Context: an optimization exercise on an open-source flow, tuned for small area, a short achievable clock period and few clock cycles. The choices shown serve that exercise and are no tape-out recipe. In this exercise RTL edits were held to simulation tests only and were not proved equivalent to the original.

## middle
==> module goldschmidt_divider, before the edit <==
module goldschmidt_divider (
    input wire clk,
    input wire rst_n,
    input wire start,
    input wire [15:0] numerator,       
    input wire [15:0] denominator,     
    output wire [15:0] quotient,       
    output reg valid,
    output wire error
);
reg        busy;
reg [2:0]  cnt;
reg [28:0] xn;       
reg [29:0] accn;
reg [24:0] xd;       
reg [25:0] accd;
reg [11:0] yh;       
reg [6:0]  one_n, two_n, neg_n, one_dn, two_dn, neg_dn;
reg [3:0]  lz;       
reg        eq, dz, d3one;
wire [2:0] cnt_nx = busy ? cnt + 3'd1 : 3'd0;
wire       fin    = cnt[0];      
wire [42:0] sumn;
wire [38:0] sumd;
gs_mac #(.W(30), .O(43)) mn (.a(accn), .x({xn, 1'b0}), .one(one_n), .two(two_n), .neg(neg_n), .s(sumn));
gs_mac #(.W(26), .O(39)) md (.a(accd), .x({xd, 1'b0}), .one(~one_dn), .two(~two_dn), .neg(~neg_dn), .s(sumd));
function [20:0] booth;       
    input [12:0] v;
    reg [15:0] w;
    integer i;
    begin
        w = {2'b00, v, 1'b0};
        for (i = 0; i < 7; i = i + 1) begin
            booth[i]      = w[2*i+1] ^ w[2*i];
            booth[7 + i]  = (w[2*i+2] & ~w[2*i+1] & ~w[2*i]) | (~w[2*i+2] & w[2*i+1] & w[2*i]);
            booth[14 + i] = w[2*i+2] & ~(w[2*i+1] & w[2*i]);
        end
    end
endfunction
wire [12:0] nxdig = ~sumd[24:12];    
wire [20:0] bnext = !busy ? booth(f0m1) : fin ? booth({1'b0, yh}) : booth(nxdig);
wire [15:0] d = denominator;
wire        z3 = (d[15:8] == 8'd0);
wire [15:0] d3 = z3 ? {d[7:0], 8'd0} : d;
wire        z2 = (d3[15:12] == 4'd0);
wire [15:0] d2 = z2 ? {d3[11:0], 4'd0} : d3;
wire        z1 = (d2[15:14] == 2'd0);
wire [15:0] d1 = z1 ? {d2[13:0], 2'd0} : d2;
wire        z0 = ~d1[15];
wire [15:0] d0 = z0 ? {d1[14:0], 1'b0} : d1;
wire [11:0] dn = d0[15:4];
reg [12:0] f0m1;     
always @(*) begin
    case (dn[10:8])
        3'd0: f0m1 = 13'd8191;
        3'd1: f0m1 = 13'd7281;
        3'd2: f0m1 = 13'd6553;
        3'd3: f0m1 = 13'd5957;
        3'd4: f0m1 = 13'd5460;
        3'd5: f0m1 = 13'd5040;
        3'd6: f0m1 = 13'd4680;
        default: f0m1 = 13'd4368;
    endcase
end
reg  [10:0] xinc;
wire [18:0] n4lo = {1'b0, xn[17:0]} + {1'b0, accn[29:12]};
wire [28:0] n4   = {n4lo[18] ? xinc : xn[28:18], n4lo[17:0]};
wire [43:0] qsh = {15'd0, n4} << lz;
assign quotient = eq ? 16'h1000 : qsh[31:16];
assign error    = dz;
always @(posedge clk or negedge rst_n) begin
    if (!rst_n) begin
        busy  <= 1'b0;
        valid <= 1'b0;
    end else begin
        valid <= busy & (cnt == 3'd5);
        if (!busy)
            busy <= start;
        else if (cnt == 3'd5)
            busy <= 1'b0;
    end
end
always @(posedge clk) begin
    cnt <= cnt_nx;
    xinc <= xn[28:18] + 11'd1;
    {neg_n, two_n, one_n} <= bnext;
    {neg_dn, two_dn, one_dn} <= ~bnext;
    if (!busy) begin
        xn   <= {2'd0, numerator, 11'd0};
        accn <= {2'd0, numerator, 12'd0};
        xd   <= {2'd0, dn, 11'd0};
        accd <= {2'd0, dn, 12'd0};
        lz   <= {z3, z2, z1, z0};
        eq   <= (numerator == denominator);
        dz   <= (denominator == 16'd0);
    end else if (fin) begin
        accn <= (cnt[2] & d3one) ? 30'd0 : sumn[42:13];
        accd <= sumd[38:13];
    end else begin
        xn   <= sumn[40:12];
        accn <= {sumn[40:12], 1'b0};
        xd   <= sumd[36:12];
        accd <= {sumd[36:12], 1'b0};
        yh   <= ~sumd[36:25];
        d3one <= sumd[36];
    end
end
endmodule
make LEC_CHECK=0 ABC_AREA=1 CAP_MARGIN=20 CORE_MARGIN=2 CORE_UTILIZATION=50 SETUP_SLACK_MARGIN=5 SLEW_MARGIN=20 finish   # period 11.0 ns
run.sh (not shown) runs the stock make flow with config.mk's settings and CLKGATE_MAP_FILE= SYNTH_SCRIPT=/design/flow/synth_recipe.tcl, a recipe that flattens the netlist after the stock synthesis.
Testbench counts of middle, summed over its fixed seeds: cycles 112,000.
Input-level comparison between north and middle:
--- a/flow/design.v
+++ b/flow/design.v
@@ -66,7 +66,7 @@
 wire [18:0] n4lo = {1'b0, xn[17:0]} + {1'b0, accn[29:12]};
 wire [28:0] n4   = {n4lo[18] ? xinc : xn[28:18], n4lo[17:0]};
 wire [43:0] qsh = {15'd0, n4} << lz;
-assign quotient = eq ? 16'h1000 : qsh[31:16];
+assign quotient = qsh[31:16];
 assign error    = dz;
 always @(posedge clk or negedge rst_n) begin
     if (!rst_n) begin
@@ -90,14 +90,14 @@
         accn <= {2'd0, numerator, 12'd0};
         xd   <= {2'd0, dn, 11'd0};
         accd <= {2'd0, dn, 12'd0};
-        lz   <= {z3, z2, z1, z0};
+        lz   <= (numerator == denominator) ? 4'd0 : {z3, z2, z1, z0};
         eq   <= (numerator == denominator);
         dz   <= (denominator == 16'd0);
     end else if (fin) begin
-        accn <= (cnt[2] & d3one) ? 30'd0 : sumn[42:13];
+        accn <= (cnt[2] & (d3one | eq)) ? 30'd0 : sumn[42:13];
         accd <= sumd[38:13];
     end else begin
-        xn   <= sumn[40:12];
+        xn   <= (cnt[2] & eq) ? 29'h10000000 : sumn[40:12];
         accn <= {sumn[40:12], 1'b0};
         xd   <= sumd[36:12];
         accd <= {sumd[36:12], 1'b0};
## What came out
Per the comparison of north with middle, vertical die dimension essentially unchanged; area occupied by multi-input gates went down 90 sq um; core occupancy in the finished layout shows a reduction of 0.84 points; delay of the slowest cell on the worst path decreased 0.02 ns; cell count of the worst hold path fell 1. Going from middle to north, die extent in x comparable, shortest clock period the worst path allows after layout -0.029 ns, post-synthesis sequential element count held steady, worst hold slack after final layout went up. north vs middle, final design area excluding fillers went down by about 1.5%. For the post-CTS setup buffer count, north came in 26 higher than middle did.
Testbench counts of north, summed over its fixed seeds: cycles 112,000.

## what the ideal ports hide
In the flow no input, the clock included, has a driving cell. The finished layouts below were timed again as built, in two steps.
Step 1 (the two cells are an assumption about what drives the block):
set clk [get_ports {clk}]
set_driving_cell -lib_cell sky130_fd_sc_hd__clkbuf_16 $clk
set_driving_cell -lib_cell sky130_fd_sc_hd__buf_2 [delete_from_list [all_inputs] $clk]
Step 2 moves the port delays by t, midway between the first and last clock arrival at a register: inputs arrive t later, outputs are due t later. That takes back most of the time a late clock gives input paths.
Slacks: ideal ports / drivers / drivers and shift; pairs: ideal ports / drivers.
| run | t, ns | setup WS [ns] | worst setup path at the end |
|---|---|---|---|
| middle | 0.550 | 5.062 / 5.062 / 5.062 | register to register |
| north | 0.538 | 5.091 / 5.058 / 5.087 | input to register |
After both steps every run listed still meets setup and hold. The setup slack of north, which loses most, moves by -0.033 ns with the drivers and by -0.004 ns with both steps.
